What follows belongs to an exercise in optimizing a design on an open flow for small area; a production flow would make more cautious choices.
Function was checked by simulation only, so behaviour that the tests miss may differ from the original.
Power figures rest on the tool's default switching activity, not on a simulated workload.

==> inputs of job 4995 <==
// ted
module ted
(
	input         clk,				 
	input         reset,
	input  [15:0] addr_in,
	output [15:0] addr_out,
	input   [7:0] data_in,
	output  [7:0] data_out,
	input         rw,
	output        cpuclk,			 
	output  [6:0] color,				 
	output        csync,
	output reg    hsync,
	output reg    vsync,
	output reg    hblank,
	output reg    vblank_out,
	input         wide,
	output        ce_pix,
	output        irq,
	output        ba,
	output reg    cs_io,
	output reg    cs_ram,
	output reg    cs0,
	output reg    cs1,
	output reg    aec,
	output  [4:0] snd,
	output        pal,
	input   [7:0] k,
	input   [1:0] tvmode,
	output        cpuenable			 
);
Settings: LEC_CHECK=0, CAP_MARGIN=20, CORE_MARGIN=2, CORE_UTILIZATION=70, CTS_BUF_LIST=sky130_fd_sc_hd__clkbuf_16, CTS_CLUSTER_DIAMETER=100, CTS_CLUSTER_SIZE=24, PLACE_DENSITY=0.85, SLEW_MARGIN=20; clock period 10.0 ns.
standard.sh (not shown) runs the stock make flow with config.mk's settings and CLKGATE_MAP_FILE= SYNTH_SCRIPT=/design/flow/synth_recipe.tcl, a recipe that flattens the netlist after the stock synthesis.
==> flow/flow/run.sh <==
#!/bin/bash
# The standard layout (standard.sh) with two changes:
#  - the logic is mapped by ABC with an area-oriented script (flow/abc_area_map.script)
#    in place of ORFS's delay-oriented abc_speed.script; everything else in synthesis,
#    including the flip-flop mapping, is ORFS's own;
#  - port buffers use the smallest buffer cell.
set -e
rm -rf scripts_local
cp -r "$FLOW_HOME/scripts" scripts_local
cp flow/abc_area_map.script scripts_local/abc_speed.script
export SCRIPTS_DIR="$PWD/scripts_local"
export BUFFER_PORTS_ARGS="-buffer_cell sky130_fd_sc_hd__buf_1"
bash standard.sh > standard.log 2>&1
==> flow/flow/abc_area_map.script <==
strash
ifraig
scorr
dc2
strash
&get -n
&st
&dch
&nf -a -R 1000
&st
&syn2
&dch
&nf -a -R 1000
&st
&syn2
&dch
&nf -a -R 1000
&st
&dch -f
&nf -a -R 1000
&put
topo
==> job 4972: changes against job 4995 <==
--- a/flow/design.v
+++ b/flow/design.v
@@ -139,11 +139,11 @@
 reg CharPosLatch;									 
 reg latch_window;									 
 reg latch_charposition;							 
 reg [7:0] attr_buf [0:39];								 
 reg [7:0] char_buf [0:39];								 
-reg [7:0] currentchar,waitingchar,pixelchar;	 
+reg [7:0] nextchar,currentchar,waitingchar,pixelchar;	 
 reg [7:0] nextattr,currentattr,waitingattr,pixelattr;	
 reg [7:0] nextpixels,currentpixels,waitingpixels;
 reg [7:0] pixelshiftreg;							 
 reg [5:0] shiftcount;								 
 reg verticalscreen;								 
@@ -317,12 +317,10 @@
 		inc_vertline_window<=0;
 		if(reset) begin								 
 		inc_vertline_window<=1'b0;
 	end
 end
-wire [15:0] tdec_in=phicounter[3] ? timer2 : (phi ? timer3 : ((timer1==16'd0) ? timer1_reload : timer1));
-wire [15:0] tdec_out=tdec_in-1'd1;
 always @(posedge clk) begin
 	if(tedwrite)												 
 		begin
 		if (addr_in[5:0]==TIMER1LO)
 			begin
@@ -337,11 +335,11 @@
 				t1stop<=0;
 			end
 		end
 	if(phicounter==7 && ~phi & ~t1stop & ~stopreg)			 
 		begin															
-		timer1<=tdec_out;
+		timer1<=((timer1==0)?timer1_reload:timer1)-1'd1;
 		end
 	if(reset) begin
 		t1stop <= 1;
 		timer1 <= 16'hFFFF;
 	end
@@ -363,11 +361,11 @@
 				t2stop<=0;
 			end
 		end
 	else if(phicounter==15 && phi==0 && t2stop==0 && stopreg==0)		 
 	begin
-		timer2<=tdec_out;
+		timer2<=timer2-1'd1;
 	end
 	if(reset) begin
 		t2stop <= 1;
 		timer2 <= 16'hFFFF;
 	end
@@ -386,11 +384,11 @@
 				t3stop<=0;
 			end
 		end
 	if(phicounter==7 && phi==1 && t3stop==0 && stopreg==0)				 
 		begin
-		timer3<=tdec_out;
+		timer3<=timer3-1'd1;
 		end
 	if(reset) begin
 		t3stop <= 1;
 		timer3 <= 16'hFFFF;
 	end
@@ -668,26 +666,28 @@
 			nextattr<=attr_buf[39];
 			shiftcount<=shiftcount+1'd1;
 			if(((CursorPos==CharPosition) && VertSubActive) || (CursorPos==0 && CharPosition==0))					 
 				nextcursor<=1;
 			else nextcursor<=0;
+			if(badline2)
+				nextchar<=data_in;
+			else
+				nextchar<=char_buf[39];
 			end
 		else begin
 			nextattr<=0;
 			shiftcount<=0;
+			nextchar<=0;
 			end
-		nextchar_valid<=inc_videocounter;
 		end
 		if(reset) begin
 		nextattr<=8'b0;
 		shiftcount<=6'b0;
 		nextcursor<=1'b0;
-		nextchar_valid<=1'b0;
+		nextchar<=8'b0;
 	end
 end
-reg nextchar_valid;
-wire [7:0] nextchar=char_buf[0] & {8{nextchar_valid}};
 always @(posedge clk)							 
 	begin
 	if(hpos_304)
 		char_window<=0;
 	else if(hpos_440 & enabledisplay)
@@ -1171,12 +1171,11 @@
 wire ld_ch2hi=reset | (wr && wa==CH2FREQHI);
 wire ld_snd=reset | (wr && wa==SOUNDCTRL);
 wire ld_bmap=reset | (wr && wa==BMAPBASE);
 wire ld_charb=reset | (wr && wa==CHARBASE);
 wire ld_video=reset | (wr && wa==VIDEOBASE);
-wire wr_ram=wr && wa[5:1]==5'b11111;
-wire ld_ram=reset | wr_ram;
+wire ld_ram=reset | (wr && wa[5:1]==5'b11111);
 wire ld_inreg=reset | wr;
 wire [6:0] cdata={7{~reset}} & ({7{wr}} | data_in_reg[6:0]);
 wire ld_bg0=reset | (wr && wa==BGCOLOR0) | (tedlatch && addr_in_reg==BGCOLOR0);
 wire ld_bg1=reset | (wr && wa==BGCOLOR1) | (tedlatch && addr_in_reg==BGCOLOR1);
 wire ld_bg2=reset | (wr && wa==BGCOLOR2) | (tedlatch && addr_in_reg==BGCOLOR2);
@@ -1197,11 +1196,11 @@
 	if(ld_ch2hi) Ch2Freq[9:8]<=wdata[1:0];
 	if(ld_snd) {damode,ch2noise,ch2en,ch1en,volume}<=wdata;
 	if(ld_bmap) {bmapbase,charrom,Ch1Freq[9:8]}<=wdata[5:0];
 	if(ld_charb) {charbase,clkmode}<=wdata[7:1];
 	if(ld_video) vmbase<=wdata[7:3];
-	if(ld_ram) ramen<=wr_ram & wa[0];				 
+	if(ld_ram) ramen<=~reset & wa[0];
 	if(ld_bg0) bgcolor0<=cdata;
 	if(ld_bg1) bgcolor1<=cdata;
 	if(ld_bg2) bgcolor2<=cdata;
 	if(ld_bg3) bgcolor3<=cdata;
 	if(ld_ex) excolor<=cdata;
@@ -1370,9 +1369,20 @@
 		if(reset) begin								 
 		noisegen<=8'b0;
 	end
 end
 assign noise=(ch2noise)?noisegen[0]:1'b0;		 
-wire [2:0] volume_m1=volume[2:0]-3'd1;
-always @*
-	digivolume=volume[3] ? 5'd15 : ((volume[2:0]==3'd0) ? 5'd0 : {1'b0,volume_m1,1'b1});
+always @*								 
+	begin
+	case (volume)
+				0: digivolume=0;
+				1: digivolume=1;
+				2: digivolume=3;
+				3: digivolume=5;
+				4: digivolume=7;
+				5: digivolume=9;
+				6: digivolume=11;
+				7: digivolume=13;
+		default:	digivolume=15;
+	endcase
+	end
 endmodule
==> flow/run.sh (new file) <==
#!/bin/bash
# synth_recipe.tcl (not shown) runs the flow's synth.tcl, then flattens the netlist and writes it again
# the make line also repeats each setting of config.mk as NAME=value (left out here)
make -C /OpenROAD-flow-scripts/flow DESIGN_CONFIG=/design/flow/config.mk WORK_HOME=/design/flow/orfs CLKGATE_MAP_FILE= SYNTH_SCRIPT=/design/flow/synth_recipe.tcl finish
removed: flow/flow/run.sh
removed: flow/flow/abc_area_map.script
removed: flow/standard.sh
==> job 8748: changes against job 4995 <==
--- a/flow/design.v
+++ b/flow/design.v
@@ -139,11 +139,11 @@
 reg CharPosLatch;									 
 reg latch_window;									 
 reg latch_charposition;							 
 reg [7:0] attr_buf [0:39];								 
 reg [7:0] char_buf [0:39];								 
-reg [7:0] currentchar,waitingchar,pixelchar;	 
+reg [7:0] nextchar,currentchar,waitingchar,pixelchar;	 
 reg [7:0] nextattr,currentattr,waitingattr,pixelattr;	
 reg [7:0] nextpixels,currentpixels,waitingpixels;
 reg [7:0] pixelshiftreg;							 
 reg [5:0] shiftcount;								 
 reg verticalscreen;								 
@@ -317,12 +317,10 @@
 		inc_vertline_window<=0;
 		if(reset) begin								 
 		inc_vertline_window<=1'b0;
 	end
 end
-wire [15:0] tdec_in=phicounter[3] ? timer2 : (phi ? timer3 : ((timer1==16'd0) ? timer1_reload : timer1));
-wire [15:0] tdec_out=tdec_in-1'd1;
 always @(posedge clk) begin
 	if(tedwrite)												 
 		begin
 		if (addr_in[5:0]==TIMER1LO)
 			begin
@@ -337,11 +335,11 @@
 				t1stop<=0;
 			end
 		end
 	if(phicounter==7 && ~phi & ~t1stop & ~stopreg)			 
 		begin															
-		timer1<=tdec_out;
+		timer1<=((timer1==0)?timer1_reload:timer1)-1'd1;
 		end
 	if(reset) begin
 		t1stop <= 1;
 		timer1 <= 16'hFFFF;
 	end
@@ -363,11 +361,11 @@
 				t2stop<=0;
 			end
 		end
 	else if(phicounter==15 && phi==0 && t2stop==0 && stopreg==0)		 
 	begin
-		timer2<=tdec_out;
+		timer2<=timer2-1'd1;
 	end
 	if(reset) begin
 		t2stop <= 1;
 		timer2 <= 16'hFFFF;
 	end
@@ -386,11 +384,11 @@
 				t3stop<=0;
 			end
 		end
 	if(phicounter==7 && phi==1 && t3stop==0 && stopreg==0)				 
 		begin
-		timer3<=tdec_out;
+		timer3<=timer3-1'd1;
 		end
 	if(reset) begin
 		t3stop <= 1;
 		timer3 <= 16'hFFFF;
 	end
@@ -668,26 +666,28 @@
 			nextattr<=attr_buf[39];
 			shiftcount<=shiftcount+1'd1;
 			if(((CursorPos==CharPosition) && VertSubActive) || (CursorPos==0 && CharPosition==0))					 
 				nextcursor<=1;
 			else nextcursor<=0;
+			if(badline2)
+				nextchar<=data_in;
+			else
+				nextchar<=char_buf[39];
 			end
 		else begin
 			nextattr<=0;
 			shiftcount<=0;
+			nextchar<=0;
 			end
-		nextchar_valid<=inc_videocounter;
 		end
 		if(reset) begin
 		nextattr<=8'b0;
 		shiftcount<=6'b0;
 		nextcursor<=1'b0;
-		nextchar_valid<=1'b0;
+		nextchar<=8'b0;
 	end
 end
-reg nextchar_valid;
-wire [7:0] nextchar=char_buf[0] & {8{nextchar_valid}};
 always @(posedge clk)							 
 	begin
 	if(hpos_304)
 		char_window<=0;
 	else if(hpos_440 & enabledisplay)
@@ -1171,12 +1171,11 @@
 wire ld_ch2hi=reset | (wr && wa==CH2FREQHI);
 wire ld_snd=reset | (wr && wa==SOUNDCTRL);
 wire ld_bmap=reset | (wr && wa==BMAPBASE);
 wire ld_charb=reset | (wr && wa==CHARBASE);
 wire ld_video=reset | (wr && wa==VIDEOBASE);
-wire wr_ram=wr && wa[5:1]==5'b11111;
-wire ld_ram=reset | wr_ram;
+wire ld_ram=reset | (wr && wa[5:1]==5'b11111);
 wire ld_inreg=reset | wr;
 wire [6:0] cdata={7{~reset}} & ({7{wr}} | data_in_reg[6:0]);
 wire ld_bg0=reset | (wr && wa==BGCOLOR0) | (tedlatch && addr_in_reg==BGCOLOR0);
 wire ld_bg1=reset | (wr && wa==BGCOLOR1) | (tedlatch && addr_in_reg==BGCOLOR1);
 wire ld_bg2=reset | (wr && wa==BGCOLOR2) | (tedlatch && addr_in_reg==BGCOLOR2);
@@ -1197,11 +1196,11 @@
 	if(ld_ch2hi) Ch2Freq[9:8]<=wdata[1:0];
 	if(ld_snd) {damode,ch2noise,ch2en,ch1en,volume}<=wdata;
 	if(ld_bmap) {bmapbase,charrom,Ch1Freq[9:8]}<=wdata[5:0];
 	if(ld_charb) {charbase,clkmode}<=wdata[7:1];
 	if(ld_video) vmbase<=wdata[7:3];
-	if(ld_ram) ramen<=wr_ram & wa[0];				 
+	if(ld_ram) ramen<=~reset & wa[0];
 	if(ld_bg0) bgcolor0<=cdata;
 	if(ld_bg1) bgcolor1<=cdata;
 	if(ld_bg2) bgcolor2<=cdata;
 	if(ld_bg3) bgcolor3<=cdata;
 	if(ld_ex) excolor<=cdata;
@@ -1370,9 +1369,20 @@
 		if(reset) begin								 
 		noisegen<=8'b0;
 	end
 end
 assign noise=(ch2noise)?noisegen[0]:1'b0;		 
-wire [2:0] volume_m1=volume[2:0]-3'd1;
-always @*
-	digivolume=volume[3] ? 5'd15 : ((volume[2:0]==3'd0) ? 5'd0 : {1'b0,volume_m1,1'b1});
+always @*								 
+	begin
+	case (volume)
+				0: digivolume=0;
+				1: digivolume=1;
+				2: digivolume=3;
+				3: digivolume=5;
+				4: digivolume=7;
+				5: digivolume=9;
+				6: digivolume=11;
+				7: digivolume=13;
+		default:	digivolume=15;
+	endcase
+	end
 endmodule
==> flow/flow/run.sh (replaced) <==
#!/bin/bash
export BUFFER_PORTS_ARGS="-buffer_cell sky130_fd_sc_hd__buf_1"
bash standard.sh > standard.log 2>&1
removed: flow/flow/abc_area_map.script
==> comparison <==
- In job 4995 the cell area is smaller than in job 8748, by 3.4%.
- Clock power is about the same in job 4995 and job 8748.
- Combinational power: job 4995 < job 8748 < job 4972.
- Of job 8748 and job 4972, job 4972 has the higher core utilization (gap 0.97 points).
- Sequential cell count is the same in job 4972 and job 8748.
- Of job 4995 and job 4972, job 4995 has the higher non-clock buffer count (gap 2).
- The highest first-iteration DRC count belongs to job 4995, the lowest to job 4972.
- Sequential share of layout area, lowest first: job 4972, job 8748, job 4995.

[afterwards: timing with drivers on the ports]
No port has a modelled driver above. Below, the same layouts with a new extraction and two added sets of constraints. Step 1 assumes that a clkbuf_16 drives the clock port and a buf_2 every other input. Step 2 also shifts input and output timing later by t, the mid clock arrival at the registers, as if the neighbouring blocks saw the same clock. Three values: ideal ports, drivers, drivers and shift; two values: the first two.
run | t, ns | slack for setup (ns) | worst setup path after step 2 | slew at the worst register clock pin (ns) | cell pins on the clock port's net
job 4995 | 0.706 | 3.623 / 3.646 / 2.940 | input to register | 0.11 / 0.11 | 1
job 4972 | 0.744 | 3.863 / 3.830 / 3.830 | input to output | 0.11 / 0.11 | 1
job 8748 | 0.730 | 4.495 / 4.470 / 4.286 | input to register | 0.11 / 0.11 | 1
After both steps every run listed still meets setup and hold. The setup slack of job 4995, which loses most, moves by +0.023 ns with the drivers and by -0.683 ns with both steps.
